Background: an optimization exercise with open tools, aiming at small area, a short achievable clock period and few clock cycles per item. Do not read the settings as production practice.
No run shown here included a check of the RTL's function; only the layout flow was run.
Power is estimated from default activity; no workload was simulated.

==> config.mk <==
export PLATFORM = sky130hd
export DESIGN_NAME = sqrt_mult_system
export DESIGN_NICKNAME = sqrt_mult_system
export VERILOG_FILES = /design/flow/design.v
export SDC_FILE = /design/flow/constraint.sdc
export NUM_CORES = 4
export LEC_CHECK = 0
export CAP_MARGIN = 20
export CORE_MARGIN = 2
export CORE_UTILIZATION = 40
export SETUP_SLACK_MARGIN = 2.0
export SLEW_MARGIN = 20
==> constraint.sdc <==
create_clock -name core_clock -period 5.0 [get_ports {clk_i}]
set_input_delay 1.0000 -clock core_clock [delete_from_list [all_inputs] [get_ports {clk_i}]]
set_output_delay 1.0000 -clock core_clock [all_outputs]
set_load 0.01 [all_outputs]
==> design.v <==
module sqrt_mult_system (
    input clk_i,
    input rst_i,
    input start_i,
    input [7:0] a_bi,
    input [7:0] b_bi,
    output [15:0] result,
    output done
);
    wire [18:0] d;
    wire p000;
    wire p001;
    wire p002;
    wire p003;
    wire p004;
    wire p005;
    wire p006;
    wire p007;
    wire p008;
    wire p009;
    wire p010;
    wire p011;
    wire p012;
    wire p013;
    wire p014;
    wire p015;
    wire p016;
    wire p017;
    wire p018;
    wire p019;
    wire p020;
    wire p021;
    wire p022;
    wire p023;
    wire p024;
    wire p025;
    wire p026;
    wire p027;
    wire p028;
    wire p029;
    wire p030;
    wire p031;
    wire p032;
    wire p033;
    wire p034;
    wire p035;
    wire p036;
    wire p037;
    wire p038;
    wire p039;
    wire p040;
    wire p041;
    wire p042;
    wire p043;
    wire p044;
    wire p045;
    wire p046;
    wire p047;
    wire p048;
    wire p049;
    wire p050;
    wire p051;
    wire p052;
    wire p053;
    wire p054;
    wire p055;
    wire p056;
    wire p057;
    wire p058;
    wire p059;
    wire p060;
    wire p061;
    wire p062;
    wire p063;
    wire p064;
    wire p065;
    wire p066;
    wire p067;
    wire p068;
    wire p069;
    wire p070;
    wire p071;
    wire p072;
    wire p073;
    wire p074;
    wire p075;
    wire p076;
    wire p077;
    wire p078;
    wire p079;
    wire p080;
    wire p081;
    wire p082;
    wire p083;
    wire p084;
    wire p085;
    wire p086;
    wire p087;
    wire p088;
    wire p089;
    wire p090;
    wire p091;
    wire p092;
    wire p093;
    wire p094;
    wire p095;
    wire p096;
    wire p097;
    wire p098;
    wire p099;
    wire p100;
    wire p101;
    wire p102;
    wire p103;
    wire p104;
    wire p105;
    wire p106;
    wire p107;
    wire p108;
    wire p109;
    wire p110;
    wire p111;
    wire p112;
    wire p113;
    wire p114;
    wire p115;
    wire p116;
    wire p117;
    wire p118;
    wire p119;
    wire p120;
    wire p121;
    wire p122;
    wire p123;
    wire p124;
    wire p125;
    wire p126;
    wire p127;
    wire p128;
    wire p129;
    wire p130;
    wire p131;
    wire p132;
    wire p133;
    wire p134;
    wire p135;
    wire p136;
    wire p137;
    wire p138;
    wire p139;
    wire p140;
    wire p141;
    wire p142;
    wire p143;
    wire p144;
    wire p145;
    wire p146;
    wire p147;
    wire p148;
    wire p149;
    wire p150;
    wire p151;
    wire p152;
    wire p153;
    wire p154;
    wire p155;
    wire p156;
    wire p157;
    wire p158;
    wire p159;
    wire p160;
    wire p161;
    wire p162;
    wire p163;
    wire p164;
    wire p165;
    wire p166;
    wire p167;
    wire p168;
    wire p169;
    wire p170;
    wire p171;
    wire p172;
    wire p173;
    wire p174;
    wire p175;
    wire p176;
    wire p177;
    wire p178;
    wire p179;
    wire p180;
    wire p181;
    wire p182;
    wire p183;
    wire p184;
    wire p185;
    wire p186;
    wire p187;
    wire p188;
    wire p189;
    wire p190;
    wire p191;
    wire p192;
    wire p193;
    wire p194;
    wire p195;
    wire p196;
    wire p197;
    wire p198;
    wire p199;
    wire p200;
    wire p201;
    wire p202;
    wire p203;
    wire p204;
    wire p205;
    wire p206;
    wire p207;
    wire p208;
    wire p209;
    wire p210;
    wire p211;
    wire p212;
    wire p213;
    wire p214;
    wire p215;
    wire p216;
    wire p217;
    wire p218;
    wire p219;
    wire p220;
    wire p221;
    wire p222;
    wire p223;
    wire p224;
    wire p225;
    wire p226;
    wire p227;
    wire p228;
    wire p229;
    wire p230;
    wire p231;
    wire p232;
    wire p233;
    wire p234;
    wire p235;
    wire p236;
    wire p237;
    wire p238;
    wire p239;
    wire p240;
    wire p241;
    wire p242;
    wire p243;
    wire p244;
    wire p245;
    wire p246;
    wire p247;
    wire p248;
    wire p249;
    wire p250;
    wire p251;
    wire p252;
    wire p253;
    wire p254;
    wire p255;
    wire p256;
    wire p257;
    wire p258;
    wire p259;
    wire p260;
    wire p261;
    wire p262;
    wire p263;
    wire p264;
    wire p265;
    wire p266;
    wire p267;
    wire p268;
    wire p269;
    wire p270;
    wire p271;
    wire p272;
    wire p273;
    wire p274;
    wire p275;
    wire p276;
    wire p277;
    wire p278;
    wire p279;
    wire p280;
    wire p281;
    wire p282;
    wire p283;
    wire p284;
    wire p285;
    wire p286;
    wire p287;
    wire p288;
    wire p289;
    wire p290;
    wire p291;
    wire p292;
    wire p293;
    wire p294;
    wire p295;
    wire p296;
    wire p297;
    wire p298;
    wire p299;
    wire p300;
    wire p301;
    wire p302;
    wire p303;
    wire p304;
    wire p305;
    wire p306;
    wire p307;
    wire p308;
    wire p309;
    wire p310;
    wire p311;
    wire p312;
    wire p313;
    wire p314;
    wire p315;
    wire p316;
    wire p317;
    wire p318;
    wire p319;
    wire p320;
    wire p321;
    wire p322;
    wire p323;
    wire p324;
    wire p325;
    wire hv7;
    wire hv6;
    wire hv5;
    wire hv4;
    wire hv3;
    wire hv2;
    wire lv9;
    wire lv8;
    wire lv7;
    wire lv6;
    wire lv5;
    wire lv4;
    wire lv1;
    wire lv0;
    wire hv8;
    wire fl_p0;
    wire fl_k0_1g;
    wire hv9;
    wire fl_x1;
    assign p245 = ~b_bi[5];
    assign p256 = ~b_bi[4];
    assign p265 = p256 & p245;
    assign p266 = ~p265;
    assign p267 = ~b_bi[6];
    assign p268 = ~b_bi[7];
    assign p269 = p268 & p267;
    assign p270 = p269 & p266;
    assign p271 = p270 & a_bi[7];
    assign p272 = ~p271;
    assign p273 = ~p269;
    assign p274 = p265 & p267;
    assign p275 = ~p274;
    assign p276 = p275 & b_bi[7];
    assign p277 = ~p276;
    assign p278 = p277 & p273;
    assign p279 = p278 & a_bi[6];
    assign p280 = ~p279;
    assign p281 = p280 & p272;
    assign p282 = ~a_bi[5];
    assign p283 = ~a_bi[3];
    assign p284 = a_bi[1] & a_bi[2];
    assign p285 = ~p284;
    assign p286 = p285 & p283;
    assign p287 = ~p286;
    assign p288 = p287 & a_bi[4];
    assign p289 = ~p288;
    assign p290 = p289 & p282;
    assign p291 = ~p290;
    assign p292 = p291 & a_bi[6];
    assign p293 = ~p292;
    assign p294 = ~a_bi[6];
    assign p295 = ~a_bi[4];
    assign p296 = ~a_bi[2];
    assign p297 = a_bi[0] & a_bi[1];
    assign p298 = ~p297;
    assign p299 = p298 & p296;
    assign p300 = ~p299;
    assign p301 = p300 & a_bi[3];
    assign p302 = ~p301;
    assign p303 = p302 & p295;
    assign p304 = ~p303;
    assign p305 = p304 & a_bi[5];
    assign p306 = ~p305;
    assign p307 = p306 & p294;
    assign p308 = ~p307;
    assign p309 = p308 & p293;
    assign p310 = ~p309;
    assign p311 = p310 & a_bi[7];
    assign p312 = ~p311;
    assign p313 = ~a_bi[7];
    assign p314 = p309 & p313;
    assign p315 = ~p314;
    assign p316 = p315 & p312;
    assign p317 = ~p316;
    assign p318 = p317 & p276;
    assign p319 = ~p318;
    assign p320 = p319 & p281;
    assign hv7 = ~p320;
    assign p321 = p270 & a_bi[6];
    assign p322 = ~p321;
    assign p323 = p278 & a_bi[5];
    assign p324 = ~p323;
    assign p325 = p324 & p322;
    assign p000 = p306 & p291;
    assign p001 = p000 & a_bi[6];
    assign p002 = ~p001;
    assign p003 = ~p000;
    assign p004 = p003 & p294;
    assign p005 = ~p004;
    assign p006 = p005 & p002;
    assign p007 = p006 & p276;
    assign p008 = ~p007;
    assign p009 = p008 & p325;
    assign hv6 = ~p009;
    assign p010 = p270 & a_bi[5];
    assign p011 = ~p010;
    assign p012 = p278 & a_bi[4];
    assign p013 = ~p012;
    assign p014 = p013 & p011;
    assign p015 = p304 & p289;
    assign p016 = p015 & a_bi[5];
    assign p017 = ~p016;
    assign p018 = ~p015;
    assign p019 = p018 & p282;
    assign p020 = ~p019;
    assign p021 = p020 & p017;
    assign p022 = p021 & p276;
    assign p023 = ~p022;
    assign p024 = p023 & p014;
    assign hv5 = ~p024;
    assign p025 = p270 & a_bi[4];
    assign p026 = ~p025;
    assign p027 = p278 & a_bi[3];
    assign p028 = ~p027;
    assign p029 = p028 & p026;
    assign p030 = p302 & p287;
    assign p031 = ~p030;
    assign p032 = p031 & a_bi[4];
    assign p033 = ~p032;
    assign p034 = p030 & p295;
    assign p035 = ~p034;
    assign p036 = p035 & p033;
    assign p037 = ~p036;
    assign p038 = p037 & p276;
    assign p039 = ~p038;
    assign p040 = p039 & p029;
    assign hv4 = ~p040;
    assign p041 = p270 & a_bi[3];
    assign p042 = ~p041;
    assign p043 = p278 & a_bi[2];
    assign p044 = ~p043;
    assign p045 = p044 & p042;
    assign p046 = p297 & p296;
    assign p047 = ~p046;
    assign p048 = ~a_bi[1];
    assign p049 = p048 & a_bi[2];
    assign p050 = ~p049;
    assign p051 = p050 & p047;
    assign p052 = ~p051;
    assign p053 = p052 & a_bi[3];
    assign p054 = ~p053;
    assign p055 = p051 & p283;
    assign p056 = ~p055;
    assign p057 = p056 & p054;
    assign p058 = p057 & p276;
    assign p059 = ~p058;
    assign p060 = p059 & p045;
    assign hv3 = ~p060;
    assign p061 = ~p270;
    assign p062 = p277 & p061;
    assign p063 = ~p062;
    assign p064 = p273 & a_bi[1];
    assign p065 = ~p064;
    assign p066 = p065 & a_bi[2];
    assign p067 = p066 & p063;
    assign p068 = ~p067;
    assign p069 = ~a_bi[0];
    assign p070 = p069 & a_bi[1];
    assign p071 = ~p070;
    assign p072 = p071 & a_bi[2];
    assign p073 = ~p072;
    assign p074 = p070 & p296;
    assign p075 = ~p074;
    assign p076 = p075 & p073;
    assign p077 = p076 & p276;
    assign p078 = ~p077;
    assign p079 = p078 & p064;
    assign p080 = ~p079;
    assign p081 = p080 & p068;
    assign hv2 = ~p081;
    assign p082 = b_bi[7] & b_bi[6];
    assign p083 = ~p082;
    assign p084 = p269 & b_bi[4];
    assign p085 = ~p084;
    assign p086 = p085 & p083;
    assign p087 = ~p086;
    assign p088 = ~b_bi[0];
    assign p089 = ~b_bi[1];
    assign p090 = p089 & p088;
    assign p091 = ~b_bi[3];
    assign p092 = ~b_bi[2];
    assign p093 = p092 & p091;
    assign p094 = p093 & p090;
    assign p095 = ~p094;
    assign p096 = p095 & b_bi[5];
    assign p097 = p096 & p087;
    assign p098 = ~p097;
    assign p099 = p092 & p268;
    assign p100 = p099 & p090;
    assign p101 = ~p100;
    assign p102 = p091 & p268;
    assign p103 = ~p102;
    assign p104 = p103 & p101;
    assign p105 = b_bi[4] & b_bi[5];
    assign p106 = p105 & b_bi[6];
    assign p107 = ~p106;
    assign p108 = p107 & p275;
    assign p109 = ~p108;
    assign p110 = p109 & p104;
    assign p111 = ~p110;
    assign p112 = p111 & p098;
    assign p113 = ~p112;
    assign p114 = p308 & a_bi[7];
    assign lv9 = p114 & p113;
    assign p115 = p268 & b_bi[5];
    assign p116 = ~p115;
    assign p117 = p116 & p083;
    assign p118 = p269 & p256;
    assign p119 = p118 & p095;
    assign p120 = ~p119;
    assign p121 = p120 & p117;
    assign p122 = ~p121;
    assign p123 = b_bi[7] & b_bi[5];
    assign p124 = ~p123;
    assign p125 = p124 & p093;
    assign p126 = p125 & p256;
    assign p127 = ~p126;
    assign p128 = p127 & p122;
    assign p129 = p128 & p112;
    assign p130 = p129 & a_bi[7];
    assign p131 = ~p130;
    assign p132 = ~p114;
    assign p133 = p293 & p313;
    assign p134 = ~p133;
    assign p135 = p134 & p132;
    assign p136 = p135 & p113;
    assign p137 = ~p136;
    assign p138 = p137 & p131;
    assign lv8 = ~p138;
    assign p139 = ~p128;
    assign p140 = p090 & p092;
    assign p141 = ~p140;
    assign p142 = p141 & b_bi[3];
    assign p143 = ~p142;
    assign p144 = p273 & b_bi[4];
    assign p145 = ~p144;
    assign p146 = p145 & p143;
    assign p147 = ~p146;
    assign p148 = p268 & b_bi[4];
    assign p149 = p148 & p095;
    assign p150 = ~p149;
    assign p151 = p150 & p245;
    assign p152 = ~p151;
    assign p153 = p152 & p147;
    assign p154 = ~p153;
    assign p155 = p154 & p121;
    assign p156 = ~p155;
    assign p157 = p156 & p139;
    assign p158 = p157 & a_bi[7];
    assign p159 = ~p158;
    assign p160 = p113 & p317;
    assign p161 = ~p160;
    assign p162 = p161 & p159;
    assign p163 = p129 & a_bi[6];
    assign p164 = ~p163;
    assign p165 = p164 & p162;
    assign lv7 = ~p165;
    assign p166 = p157 & a_bi[6];
    assign p167 = ~p166;
    assign p168 = p113 & p006;
    assign p169 = ~p168;
    assign p170 = p169 & p167;
    assign p171 = p129 & a_bi[5];
    assign p172 = ~p171;
    assign p173 = p172 & p170;
    assign lv6 = ~p173;
    assign p174 = p157 & a_bi[5];
    assign p175 = ~p174;
    assign p176 = p113 & p021;
    assign p177 = ~p176;
    assign p178 = p177 & p175;
    assign p179 = p129 & a_bi[4];
    assign p180 = ~p179;
    assign p181 = p180 & p178;
    assign lv5 = ~p181;
    assign p182 = p157 & a_bi[4];
    assign p183 = ~p182;
    assign p184 = p113 & p037;
    assign p185 = ~p184;
    assign p186 = p185 & p183;
    assign p187 = p129 & a_bi[3];
    assign p188 = ~p187;
    assign p189 = p188 & p186;
    assign lv4 = ~p189;
    assign p190 = ~p129;
    assign p191 = p113 & p048;
    assign p192 = ~p191;
    assign p193 = p192 & p190;
    assign p194 = ~p193;
    assign p195 = p194 & a_bi[0];
    assign p196 = ~p195;
    assign p197 = ~p157;
    assign p198 = p113 & p069;
    assign p199 = ~p198;
    assign p200 = p199 & p197;
    assign p201 = ~p200;
    assign p202 = p201 & a_bi[1];
    assign p203 = ~p202;
    assign p204 = p203 & p196;
    assign lv1 = ~p204;
    assign p205 = p197 & p112;
    assign p206 = ~p205;
    assign lv0 = p206 & a_bi[0];
    assign p207 = p135 & p276;
    assign p208 = ~p207;
    assign p209 = p278 & a_bi[7];
    assign p210 = ~p209;
    assign p211 = p210 & p208;
    assign hv8 = ~p211;
    assign p212 = p063 & a_bi[0];
    assign p213 = p157 & a_bi[2];
    assign p214 = ~p213;
    assign p215 = p129 & a_bi[1];
    assign p216 = ~p215;
    assign p217 = ~p076;
    assign p218 = p113 & p217;
    assign p219 = ~p218;
    assign p220 = p219 & p216;
    assign p221 = p220 & p214;
    assign p222 = ~p221;
    assign p223 = p222 & p212;
    assign p224 = ~p223;
    assign p225 = ~p212;
    assign p226 = p221 & p225;
    assign p227 = ~p226;
    assign fl_p0 = p227 & p224;
    assign p228 = p063 & a_bi[1];
    assign p229 = ~p228;
    assign p230 = p273 & a_bi[0];
    assign p231 = ~p230;
    assign p232 = p231 & p229;
    assign p233 = ~p232;
    assign p234 = p297 & p276;
    assign p235 = ~p234;
    assign p236 = p235 & p233;
    assign p237 = ~p236;
    assign p238 = p139 & a_bi[3];
    assign p239 = p238 & p156;
    assign p240 = ~p239;
    assign p241 = p127 & a_bi[2];
    assign p242 = p241 & p122;
    assign p243 = p242 & p112;
    assign p244 = ~p243;
    assign p246 = p113 & p057;
    assign p247 = ~p246;
    assign p248 = p247 & p244;
    assign p249 = p248 & p240;
    assign p250 = ~p249;
    assign p251 = p250 & p237;
    assign p252 = ~p251;
    assign p253 = p249 & p236;
    assign p254 = ~p253;
    assign p255 = p254 & p252;
    assign p257 = ~p255;
    assign p258 = p257 & p224;
    assign p259 = ~p258;
    assign p260 = p249 & p237;
    assign p261 = ~p260;
    assign fl_k0_1g = p261 & p259;
    assign hv9 = p114 & p276;
    assign p262 = p255 & p223;
    assign p263 = ~p262;
    assign p264 = p263 & p259;
    assign fl_x1 = ~p264;
    assign d = { hv9, hv8, hv7, hv6, hv5, hv4, hv3, hv2, lv9, lv8, lv7, lv6, lv5, lv4, fl_k0_1g, fl_x1, fl_p0, lv1, lv0 };
    reg        done_r;
    reg [3:0] res_lo;
    reg        cy_r;
    reg [5:0] up_lo;
    reg [7:0] up_hi;
    always @(posedge clk_i) begin
        done_r <= start_i & ~rst_i;
        {up_hi, up_lo, cy_r, res_lo} <= d;
    end
    wire [7:0] u;
    wire q000;
    wire q001;
    wire q002;
    wire q003;
    wire q004;
    wire q005;
    wire q006;
    wire q007;
    wire q008;
    wire q009;
    wire q010;
    wire q011;
    wire q012;
    wire q013;
    wire q014;
    wire q015;
    wire q016;
    wire q017;
    wire q018;
    wire q019;
    wire q020;
    wire q021;
    wire q022;
    wire q023;
    wire q024;
    wire q025;
    wire q026;
    wire q027;
    wire q028;
    wire q029;
    wire q030;
    wire q031;
    wire q032;
    wire q033;
    wire q034;
    wire q035;
    wire q036;
    wire q037;
    wire q038;
    wire q039;
    wire q040;
    wire q041;
    wire q042;
    wire q043;
    wire q044;
    wire q045;
    wire q046;
    wire q047;
    wire q048;
    wire q049;
    wire q050;
    wire q051;
    wire q052;
    wire q053;
    wire q054;
    wire q055;
    wire q056;
    wire q057;
    wire q058;
    wire q059;
    wire q060;
    wire q061;
    wire q062;
    wire q063;
    wire q064;
    wire q065;
    wire q066;
    wire q067;
    wire q068;
    wire q069;
    wire q070;
    wire q071;
    wire q072;
    wire q073;
    wire q074;
    wire q075;
    wire q076;
    wire q077;
    wire q078;
    wire q079;
    wire q080;
    wire q081;
    wire q082;
    wire q083;
    wire q084;
    wire q085;
    wire q086;
    wire q087;
    wire q088;
    wire q089;
    wire q090;
    wire q091;
    wire q092;
    wire q093;
    wire q094;
    wire q095;
    wire q096;
    wire q097;
    wire q098;
    wire q099;
    wire q100;
    wire q101;
    wire q102;
    wire q103;
    wire q104;
    wire q105;
    wire q106;
    wire q107;
    wire q108;
    wire q109;
    wire q110;
    wire q111;
    wire q112;
    wire q113;
    wire q114;
    wire q115;
    wire q116;
    wire q117;
    wire q118;
    wire q119;
    wire q120;
    wire q121;
    wire q122;
    wire q123;
    wire q124;
    wire q125;
    wire q126;
    wire q127;
    wire q128;
    wire q129;
    wire q130;
    wire q131;
    wire q132;
    wire q133;
    wire q134;
    wire q135;
    wire q136;
    wire q137;
    wire q138;
    wire q139;
    wire q140;
    wire q141;
    wire q142;
    wire q143;
    wire q144;
    wire q145;
    wire q146;
    wire q147;
    wire q148;
    wire q149;
    wire q150;
    wire q151;
    wire q152;
    wire q153;
    wire q154;
    wire q155;
    wire q156;
    wire q157;
    wire q158;
    wire q159;
    wire fu_x0;
    wire fu_x1;
    wire fu_x2;
    wire fu_x3;
    wire fu_x4;
    wire fu_x5;
    wire fu_x6;
    wire fu_x7;
    assign q087 = ~cy_r;
    assign q088 = ~up_hi[0];
    assign q089 = ~up_lo[0];
    assign q090 = q089 & q088;
    assign q091 = ~q090;
    assign q092 = up_lo[0] & up_hi[0];
    assign q093 = ~q092;
    assign q094 = q093 & q091;
    assign q095 = q094 & q087;
    assign q096 = ~q095;
    assign q097 = ~q094;
    assign q098 = q097 & cy_r;
    assign q099 = ~q098;
    assign q100 = q099 & q096;
    assign fu_x0 = ~q100;
    assign q101 = q094 & cy_r;
    assign q102 = ~q101;
    assign q103 = q102 & q093;
    assign q104 = ~up_hi[1];
    assign q105 = ~up_lo[1];
    assign q106 = q105 & q104;
    assign q107 = ~q106;
    assign q108 = up_lo[1] & up_hi[1];
    assign q109 = ~q108;
    assign q110 = q109 & q107;
    assign q111 = q110 & q103;
    assign q112 = ~q111;
    assign q113 = ~q103;
    assign q114 = ~q110;
    assign q115 = q114 & q113;
    assign q116 = ~q115;
    assign q117 = q116 & q112;
    assign fu_x1 = ~q117;
    assign q118 = q110 & q113;
    assign q119 = ~q118;
    assign q120 = q119 & q109;
    assign q121 = ~q120;
    assign q122 = ~up_lo[2];
    assign q123 = q122 & up_hi[2];
    assign q124 = ~q123;
    assign q125 = ~up_hi[2];
    assign q126 = up_lo[2] & q125;
    assign q127 = ~q126;
    assign q128 = q127 & q124;
    assign q129 = q128 & q121;
    assign q130 = ~q129;
    assign q131 = ~q128;
    assign q132 = q131 & q120;
    assign q133 = ~q132;
    assign q134 = q133 & q130;
    assign fu_x2 = ~q134;
    assign q135 = q122 & q125;
    assign q136 = ~q135;
    assign q137 = up_lo[2] & up_hi[2];
    assign q138 = ~q137;
    assign q139 = q138 & q136;
    assign q140 = q139 & q110;
    assign q141 = q140 & q113;
    assign q142 = ~q141;
    assign q143 = q131 & q108;
    assign q144 = ~q143;
    assign q145 = q144 & q138;
    assign q146 = q145 & q142;
    assign q147 = ~q146;
    assign q148 = ~up_lo[3];
    assign q149 = q148 & up_hi[3];
    assign q150 = ~q149;
    assign q151 = ~up_hi[3];
    assign q152 = up_lo[3] & q151;
    assign q153 = ~q152;
    assign q154 = q153 & q150;
    assign q155 = q154 & q147;
    assign q156 = ~q155;
    assign q157 = ~q154;
    assign q158 = q157 & q146;
    assign q159 = ~q158;
    assign q000 = q159 & q156;
    assign fu_x3 = ~q000;
    assign q001 = q157 & q131;
    assign q002 = q001 & q121;
    assign q003 = ~q002;
    assign q004 = q157 & q137;
    assign q005 = ~q004;
    assign q006 = up_lo[3] & up_hi[3];
    assign q007 = ~q006;
    assign q008 = q007 & q005;
    assign q009 = q008 & q003;
    assign q010 = ~up_hi[4];
    assign q011 = ~up_lo[4];
    assign q012 = q011 & q010;
    assign q013 = ~q012;
    assign q014 = up_lo[4] & up_hi[4];
    assign q015 = ~q014;
    assign q016 = q015 & q013;
    assign q017 = q016 & q009;
    assign q018 = ~q017;
    assign q019 = ~q009;
    assign q020 = ~q016;
    assign q021 = q020 & q019;
    assign q022 = ~q021;
    assign q023 = q022 & q018;
    assign fu_x4 = ~q023;
    assign q024 = ~q145;
    assign q025 = q016 & q157;
    assign q026 = q025 & q024;
    assign q027 = ~q026;
    assign q028 = q016 & q006;
    assign q029 = ~q028;
    assign q030 = q029 & q015;
    assign q031 = q030 & q027;
    assign q032 = q025 & q140;
    assign q033 = q032 & q113;
    assign q034 = ~q033;
    assign q035 = q034 & q031;
    assign q036 = ~up_hi[5];
    assign q037 = ~up_lo[5];
    assign q038 = q037 & q036;
    assign q039 = ~q038;
    assign q040 = up_lo[5] & up_hi[5];
    assign q041 = ~q040;
    assign q042 = q041 & q039;
    assign q043 = q042 & q035;
    assign q044 = ~q043;
    assign q045 = ~q035;
    assign q046 = ~q042;
    assign q047 = q046 & q045;
    assign q048 = ~q047;
    assign q049 = q048 & q044;
    assign fu_x5 = ~q049;
    assign q050 = q042 & q014;
    assign q051 = ~q050;
    assign q052 = q051 & q041;
    assign q053 = ~q008;
    assign q054 = q042 & q016;
    assign q055 = q054 & q053;
    assign q056 = ~q055;
    assign q057 = q056 & q052;
    assign q058 = q054 & q001;
    assign q059 = q058 & q121;
    assign q060 = ~q059;
    assign q061 = q060 & q057;
    assign q062 = q061 & up_hi[6];
    assign q063 = ~q062;
    assign q064 = ~up_hi[6];
    assign q065 = ~q061;
    assign q066 = q065 & q064;
    assign q067 = ~q066;
    assign q068 = q067 & q063;
    assign fu_x6 = ~q068;
    assign q069 = ~up_hi[7];
    assign q070 = q042 & up_hi[6];
    assign q071 = q070 & q025;
    assign q072 = q071 & q147;
    assign q073 = ~q072;
    assign q074 = q040 & up_hi[6];
    assign q075 = ~q074;
    assign q076 = ~q030;
    assign q077 = q070 & q076;
    assign q078 = ~q077;
    assign q079 = q078 & q075;
    assign q080 = q079 & q073;
    assign q081 = ~q080;
    assign q082 = q081 & q069;
    assign q083 = ~q082;
    assign q084 = q080 & up_hi[7];
    assign q085 = ~q084;
    assign q086 = q085 & q083;
    assign fu_x7 = ~q086;
    assign u = { fu_x7, fu_x6, fu_x5, fu_x4, fu_x3, fu_x2, fu_x1, fu_x0 };
    assign result = {4'b0, u, res_lo};
    assign done   = done_r;
endmodule
==> flow/run.sh <==
#!/bin/bash
# Layout flow: the standard ORFS flow, with two changes.
#  1. Synthesis is ORFS's own script (with the standard flow's -nofsm -noshare wrapper,
#     flatten and renaming, as in synth_recipe.tcl), but ABC maps with the
#     script in flow/abc.script and full/half adder extraction can be skipped.
#  2. The port buffers inserted during placement are buf cells instead of
#     the slow clkdlybuf cells that buffer_ports picks by default.
# Settings come from flow/params.sh. Each tool's output goes to its own log.
set -euo pipefail
HERE=$(pwd)
source "$HERE/flow/params.sh"
export MY_ABC_SCRIPT="$HERE/flow/abc.script"
export MY_NOFA
export BUFFER_PORTS_ARGS="-buffer_cell $PORT_BUFFER"
sed "s#SYNTH_SCRIPT=[^ ]*#SYNTH_SCRIPT=$HERE/flow/synth.tcl#" standard.sh > my_standard.sh
bash my_standard.sh finish > flow_make.log 2>&1
==> flow/abc.script <==
strash
dch
map -D 1000
topo
stime -c
==> flow/params.sh <==
MY_NOFA=1
PORT_BUFFER=sky130_fd_sc_hd__buf_1
==> flow/synth.tcl <==
# synth_recipe.tcl with two hooks: abc runs flow/abc.script (MY_ABC_SCRIPT),
# and extract_fa is skipped when MY_NOFA is 1.
proc synth {args} { yosys synth -nofsm -noshare {*}$args }
proc abc {args} {
  set out {}
  set skip 0
  foreach a $args {
    if {$skip} { set skip 0; continue }
    if {$a eq "-script" || $a eq "-D"} { set skip 1; continue }
    lappend out $a
  }
  lappend out -script $::env(MY_ABC_SCRIPT)
  yosys abc {*}$out
}
if {$::env(MY_NOFA)} { proc extract_fa {args} {} }
source $::env(SCRIPTS_DIR)/synth.tcl
# left out here: clear keep_hierarchy, flatten, clean up, hide names made inside functions, write 1_2_yosys.v
==> standard.sh <==
#!/bin/bash
# synth_recipe.tcl (not shown) runs the flow's synth.tcl, then flattens the netlist and writes it again
# the make line also repeats each setting of config.mk as NAME=value (left out here)
make -C /OpenROAD-flow-scripts/flow DESIGN_CONFIG=/design/flow/config.mk WORK_HOME=/design/flow/orfs CLKGATE_MAP_FILE= SYNTH_SCRIPT=/design/flow/synth_recipe.tcl "${@:-finish}"
==> key figures, run 1 <==
Outcome
  – Status: finished clean

Power and ir drop
  – PwrDens: about 310 mW/mm^2
  – Final Power: 0.477 mW
  – Pleak: about 0.62 nW
  – Max IR drop VDD: ~0.087 mV

Timing
  – Final Hold Fails: 0
  – Unrepaired setup endpoints after global routing: no
  – Fmax: ~350 MHz
  – Number of setup violations in the final report: 0
  – Crit path time final: between 2 and 3 ns
  – TNS Setup: 0 ns
  – Final period util: about 57%
  – Setup slack after layout: around 2.1 ns
  – Max-slew violation count: 0

Setup path
  – Worst EP required: about 4.0 ns
  – Crit path DAT: about 1.9 ns
  – Max incr delay on CP: roughly 0.36 ns
  – Worst Path Max Fanout: 3
  – Number of buffers and inverters on the critical path: 3
  – Critical Path Stages: 9
  – CP top delay family: compound AO/OA/AOI/OAI gates
  – CP endpoint kind: output port
  – Cells along the critical path: clkinv_1, o21ai_1, nand2_1, nand2_1, a31oi_2, o21ai_2, buf_4, xor2_1, buf_1
  – Startpoint types: flop
  – Crit path kind: reg -> out
  – Cell mode on critical path: nand2_1
  – Slowest CP cell: dfxtp_2

Route
  – DRC errors left: 0
  – DR iter-0 viols: 30
  – Vias post-DR: approximately 1400
  – WL per Instance: 10.1 um
  – Post-route ant nets: 0
  – Routed WL: around 2800 um
  – Via-per-instance ratio: 4.86
  – Drt pass-1 iters: 4

Global routing
  – GR Layer Usage met1: between 10% and 20%
  – Most Crowded Layer GR: met2
  – Routing usage on met3: about 1.6%
  – GR Layer Usage met2: ~27%
  – Vias in the first global route: roughly 1200
  – Pin count of the biggest net entering global routing: 12
  – Initial antenna violation count: 0
  – Global Route Usage Sum: 15.3%
  – Grt ovf: 0
  – First-pass GRT wire length: 4820 um

Placed design
  – I/O Buffers: 31
  – Pre-CTS WS: 2.03 ns
  – Final HPWL DP: 2330 um
  – Placed cells: between 200 and 300
  – Routability cong.: 0.838

Clock tree
  – Root buffer cell: clkbuf_4
  – CTS tree: yes
  – Clock Tree Buf Depth: 2
  – CTS clk-pin slew, worst paths: roughly 0.11 ns
  – Num CTS Buffers: 3
  – Clock sinks: 20
  – Post-CTS Hold Buffers: 0
  – H-tree Lvls: 1

Final layout
  – Commonest cells after routing, fill and taps aside: nand2_1 (46), buf_1 (31), nor2_1 (26)
  – Commonest non-fill, non-tap cell in the layout: nand2_1
  – Share of post-route cells with drive strength above 1: between 7 and 8%
  – Final cell count without fillers: approximately 280
  – Layout area overhead: 12.1%
  – Fin nets: between 200 and 300
  – Ant. Diodes: 0

Floorplan
  – Height of the chip: 62.3 um
  – Core area: between 0.003 and 0.004 mm^2
  – Die ar.: 0.00388 mm^2
  – Starting density of the core: just over 40%
  – I/O pin cnt: 36
  – Rows: 21
  – Die width: a little over 60 um

Yosys
  – Synth area leader: dfxtp_1
  – Syn_area_per_cell: ~6.5 um^2
  – Mapped Cells: between 200 and 250
  – Register area share after synthesis: around 29%
  – Synth warn: 1
  – Synthesized area: ~0.0014 mm^2
  – Synth top area share: 29.5%
  – Distinct cells, synth: 22
  – Flops & latches, synth: 20
  – Top post-synthesis cells by area: dfxtp_1 (29%), nand2_1 (13%), nor2_1 (7.5%)

Hold path
  – Hold crit path type: in -> reg
  – WHS Path Cells: 2

Run
  – Max Cap Viol: 0
==> through the flow <==
stage / hold slack (ns) / instance area (um^2) / utilization, %
2_1_floorplan: 1.07 / 1370 / -
3_3_place_gp: 1.15 / 1460 / 44.5
3_5_place_dp: 1.16 / 1460 / 44.5
4_1_cts: 0.836 / 1500 / 45.6
5_1_grt: 0.835 / 1520 / 46.3
6_report: 0.834 / 1520 / 46.3
==> logic make-up (layout without fill, tap and decap cells) <==
family	count (synthesis)	count (layout)	share of synthesized area (%)
buffers and inverters	36	61	13.3
other	1	4	0.276
XOR/XNOR	12	12	7.74
AND/OR/NAND/NOR	90	90	27.5
flip-flops	20	20	29.5
AO/OA/AOI/OAI	49	49	21.8
==> report_power, final <==
part / total (mW) / internal, mW / switching, mW
Clock: 0.0929 / 0.0445 / 0.0484
Sequential: 0.191 / 0.182 / 0.00897
Combinational: 0.193 / 0.0729 / 0.120
==> cell type report <==
| type | instances | area (um^2) |
|---|---|---|
| clock buffer | 4 | 36.3 |
| fill | 374 | 1760 |
| inverter | 24 | 90.1 |
| multi-input combinational | 155 | 805 |
| sequential | 20 | 402 |
| tap | 46 | 57.6 |
| timing repair buffer | 33 | 131 |
==> registers in the layout (all words and copies together), names as in the netlist <==
name    count
cy_r        1
done_r      1
res_lo      4
up_hi       8
up_lo       6
==> what timing repair did <==
item | 4_1_cts | 5_1_grt
gates resized for setup | 2 | 5
buffers inserted | 0 | 1
endpoints found under the setup margin | 2 | 3
pin swaps | 0 | 1
==> synth_stat cells <==
master      n
xnor2_1     3
nand3_1     9
conb_1      1
o21bai_1    1
a21oi_1    12
dfxtp_1    20
o221ai_1    5
a22oi_1     5
buf_4      12
o2111ai_1   1
o21a_1      1
o22ai_1     2
xor2_1      9
nor3_1      1
o21ai_0    16
nand3b_1    1
nor2_1     27
a31oi_1     6
and2_2      3
or2_2       3
nand2_1    46
clkinv_1   24
==> worst paths after layout <==
check             start         end
hold / removal    rst_i      done_r
setup / recovery   cy_r  result[10]
==> layer usage <==
layer	up-vias	wire [um]
li1	738	-
met1	581	1350
met2	44	1300
met3	7	148
met4	0	58
met5	-	0
==> inputs of run 2 (changes only) <==
--- a/config.mk
+++ b/config.mk
@@ -9,4 +9,4 @@
 export CORE_MARGIN = 2
 export CORE_UTILIZATION = 40
-export SETUP_SLACK_MARGIN = 2.0
+export SETUP_SLACK_MARGIN = 2.2
 export SLEW_MARGIN = 20
==> run 2 against run 1 <==
Net effect:
- maximum frequency up 6.5%
- worst hold slack better by 0.00051 ns
- synthesized area unchanged
- sequential cell count unchanged
- first-iteration DRC count down 13%
- cell count up 0.71%
- critical path depth down 1
- combinational power up 12%
- global-route usage up 0.27 points
- non-clock buffer count up 2
- critical path type unchanged
- largest cell class unchanged
==> key figures, run 2 <==
Outcome
  – Status: finished clean (unchanged)

Yosys
  – Most frequent cell after synthesis: nand2_1 (unchanged)
  – Distinct cells, synth: 22 (unchanged)
  – Post-synth EDFFs: 0 (unchanged)
  – Synthesized area: 0.00136 mm^2 (unchanged)
  – Synth warn: 1 (unchanged)
  – Mux share of post-synthesis cell area: 0% (unchanged)
  – Flops & latches, synth: 20 (unchanged)
  – Post-Synth XOR/XNOR Area: 7.74% (unchanged)
  – Synth area leader: dfxtp_1 (unchanged)
  – Synth Area in Compound Gates: 21.8% (unchanged)
  – Synth top area share: 29.5% (unchanged)
  – Top post-synthesis cells by area: dfxtp_1 (29%), nand2_1 (13%), nor2_1 (7.5%) (unchanged)
  – Post-synthesis adder-cell area fraction: 0% (unchanged)
  – Commonest cells post-synth: nand2_1 (46), nor2_1 (27), clkinv_1 (24), dfxtp_1 (20), o21ai_0 (16) (unchanged)
  – Register area share after synthesis: 29.5% (unchanged)
  – Syn_area_per_cell: 6.53 um^2 (unchanged)
  – Async S/R FF share, synth: 0% (unchanged)
  – Simple-Gate Fraction of Synth Area: 27.5% (unchanged)
  – Most used flip-flop cell after synthesis: dfxtp_1 (unchanged)
  – Main combinational cell family by area after synthesis: simple AND/OR/NAND/NOR gates (unchanged)
  – Mapped Cells: 208 (unchanged)

Floorplan
  – Die width: 62.3 um (unchanged)
  – Starting density of the core: 41.3% (unchanged)
  – Rows: 21 (unchanged)
  – Core area: 0.00328 mm^2 (unchanged)
  – I/O pin cnt: 36 (unchanged)
  – Die ar.: 0.00388 mm^2 (unchanged)
  – Height of the chip: 62.3 um (unchanged)

Timing
  – Final Hold Fails: 0 (unchanged)
  – Crit path time final: 2.69 ns (was 2.87 ns)
  – Number of setup violations in the final report: 0 (unchanged)
  – Max-slew violation count: 0 (unchanged)
  – Setup slack after layout: 2.31 ns (was 2.13 ns)
  – Unrepaired setup endpoints after global routing: yes (was no)
  – TNS Setup: 0 ns (unchanged)
  – Final period util: 53.8% (was 57.3%)
  – Fmax: 371 MHz (was 349 MHz)

Setup path
  – Worst Setup SP: up_hi[2] (was cy_r)
  – Worst Path Max Fanout: 3 (unchanged)
  – Cells along the critical path: nand2_1, clkinv_1, nor2_2, a31oi_4, o21ai_2, nand2_1, xnor2_1, buf_2 (was clkinv_1, o21ai_1, nand2_1, nand2_1, a31oi_2, o21ai_2, buf_4, xor2_1, buf_1)
  – Crit path DAT: 1.69 ns (was 1.87 ns)
  – Crit path kind: reg -> out (unchanged)
  – Worst EP required: 4.00 ns (about the same)
  – Slowest CP cell: dfxtp_1 (was dfxtp_2)
  – Startpoint types: flop (unchanged)
  – CP endpoint kind: output port (unchanged)
  – Max incr delay on CP: 0.32 ns (was 0.36 ns)
  – Cell mode on critical path: nand2_1 (unchanged)

Run
  – Max Cap Viol: 0 (unchanged)

Final layout
  – Max reg flops: 8 (unchanged)
  – Ant. Diodes: 0 (unchanged)
  – Layout fillers: 351 (was 374)
  – Commonest non-fill, non-tap cell in the layout: nand2_1 (unchanged)
  – Share of post-route cells with drive strength above 1: 16.0% (was 7.20%)
  – Fin nets: 258 (was 256)
  – Commonest cells after routing, fill and taps aside: nand2_1 (43), buf_1 (28), clkinv_1 (21), nor2_1 (21), dfxtp_1 (15) (was nand2_1 (46), buf_1 (31), nor2_1 (26))
  – Layout area overhead: 17.3% (was 12.1%)

Clock tree
  – CTS clk-pin slew, worst paths: 0.11 ns (about the same)
  – Clock Tree Buf Depth: 2 (unchanged)
  – H-tree Lvls: 1 (unchanged)
  – Num CTS Buffers: 3 (unchanged)
  – CTS tree: yes (unchanged)
  – Clock sinks: 20 (unchanged)
  – Root buffer cell: clkbuf_4 (unchanged)
  – Post-CTS Hold Buffers: 0 (unchanged)

Route
  – Vias post-DR: 1365 (was 1370)
  – WL per Instance: 10.2 um (was 10.1 um)
  – DRC errors left: 0 (unchanged)
  – Drt pass-1 iters: 4 (unchanged)
  – Post-route ant nets: 0 (unchanged)
  – Routed WL: 2900 um (was 2850 um)
  – DR iter-0 viols: 26 (was 30)
  – Via-per-instance ratio: 4.81 (was 4.86)

Hold path
  – Hold crit path type: in -> reg (unchanged)
  – HP Start: rst_i (unchanged)

Power and ir drop
  – Max IR drop VDD: 0.0880 mV (was 0.0871 mV)
  – Pleak: 0.654 nW (was 0.619 nW)
  – PwrDens: 316 mW/mm^2 (was 313 mW/mm^2)

Global routing
  – Initial antenna violation count: 0 (unchanged)
  – Grt ovf: 0 (unchanged)
  – Pin count of the biggest net entering global routing: 12 (unchanged)
  – First-pass GRT wire length: 4910 um (was 4820 um)
  – Vias in the first global route: 1203 (was 1177)
  – Global Route Usage Sum: 15.5% (was 15.3%)

Placed design
  – Routability cong.: 0.838 (unchanged)
  – Pre-CTS WS: 2.03 ns (unchanged)
  – Final HPWL DP: 2330 um (unchanged)
  – I/O Buffers: 31 (unchanged)
==> run 2: cell counts after synthesis <==
Identical to the previous run, type by type.
==> run 2: repair_timing <==
action / 4_1_cts / 5_1_grt
gates resized for setup: 9 / 21
buffers inserted: 0 / 3
pin swaps: 1 / 10
endpoints found under the setup margin: 4 / 7
==> run 2: worst paths after layout <==
check	to	slack (ns)	depth (start not counted)
max	result[11]	2.31	8
min	done_r	0.83	2
==> run 2: logic make-up (layout without fill, tap and decap cells) <==
group	Yosys count	count (layout)
flops	20	20
other cells	1	4
simple gates	90	90
buf+inv	36	63
compound gates	49	49
xor+xnor	12	12
==> run 2: cell type report <==
cell class	instances	area [um^2]	area share [%]
Inverter	24	90.1	5.66
Timing Repair Buffer	35	150	9.43
Multi-Input combinational cell	155	852	53.5
Clock buffer	4	36.3	2.28
Sequential cell	20	407	25.5
Tap cell	46	57.6	3.61
==> run 2: worst max-delay path: cells and delay by family (launching register included) <==
| kind | cells | cell delay, ns |
|---|---|---|
| compound gates | 2 | 0.29 |
| xor+xnor | 1 | 0.14 |
| flops | 1 | 0.32 |
| simple gates | 3 | 0.39 |
| buf+inv | 2 | 0.24 |
==> run 2: stage by stage <==
stage                     std cells  cell area, um^2  power [mW]  util (%)  hold slack (ns)
after floorplan                 211             1370       0.364         -             1.07
after global placement          277             1460       0.379      44.5             1.15
after detailed placement        277             1460       0.380      44.5             1.16
after CTS                       281             1520       0.480      46.2            0.836
after global routing            284             1590       0.542      48.5            0.836
final                           284             1590       0.503      48.5            0.835
==> run 2: routing by layer <==
metal  global-route usage, %  vias to the layer above  share of wire, %
met3                    1.63                        5               4.1
met1                    18.9                      586                47
met4                    6.67                        0               1.8
li1                        -                      741                 -
met2                    27.7                       33                47
met5                       0                        -                 0
==> run 2: report_power, final <==
part	switching [mW]	internal [mW]	leakage [nW]
Clock	0.0483	0.0445	0.0210
Combinational	0.130	0.0867	0.465
Sequential	0.0102	0.183	0.168

==> static timing again, ports no longer ideal <==
The results above use ideal ports. As a check the final layouts listed here were re-extracted and re-timed, cells and wires unchanged. Step 1 sets driving cells, clkbuf_16 on the clock port and buf_2 on the other inputs (assumed; they add their load-dependent delay and slew). Step 2 times the ports against the registers' clock, not the clock port: input delays grow and output delays shrink by t, the midpoint of the rising clock arrivals with the driver on. Three values: no drivers, after step 1, after step 2; two values: the first two.
run	shift t [ns]	setup slack, ns	worst register clock-pin slew, ns	worst data-port slew with drivers (ns)
run 1	0.324	2.133 / 2.111 / 2.035	0.11 / 0.11	0.04
run 2	0.324	2.308 / 2.286 / 2.145	0.11 / 0.11	0.04
After both steps setup and hold are still met in every run listed. For run 2, which loses most, drivers alone change the setup slack by -0.022 ns; drivers and shift together by -0.163 ns.
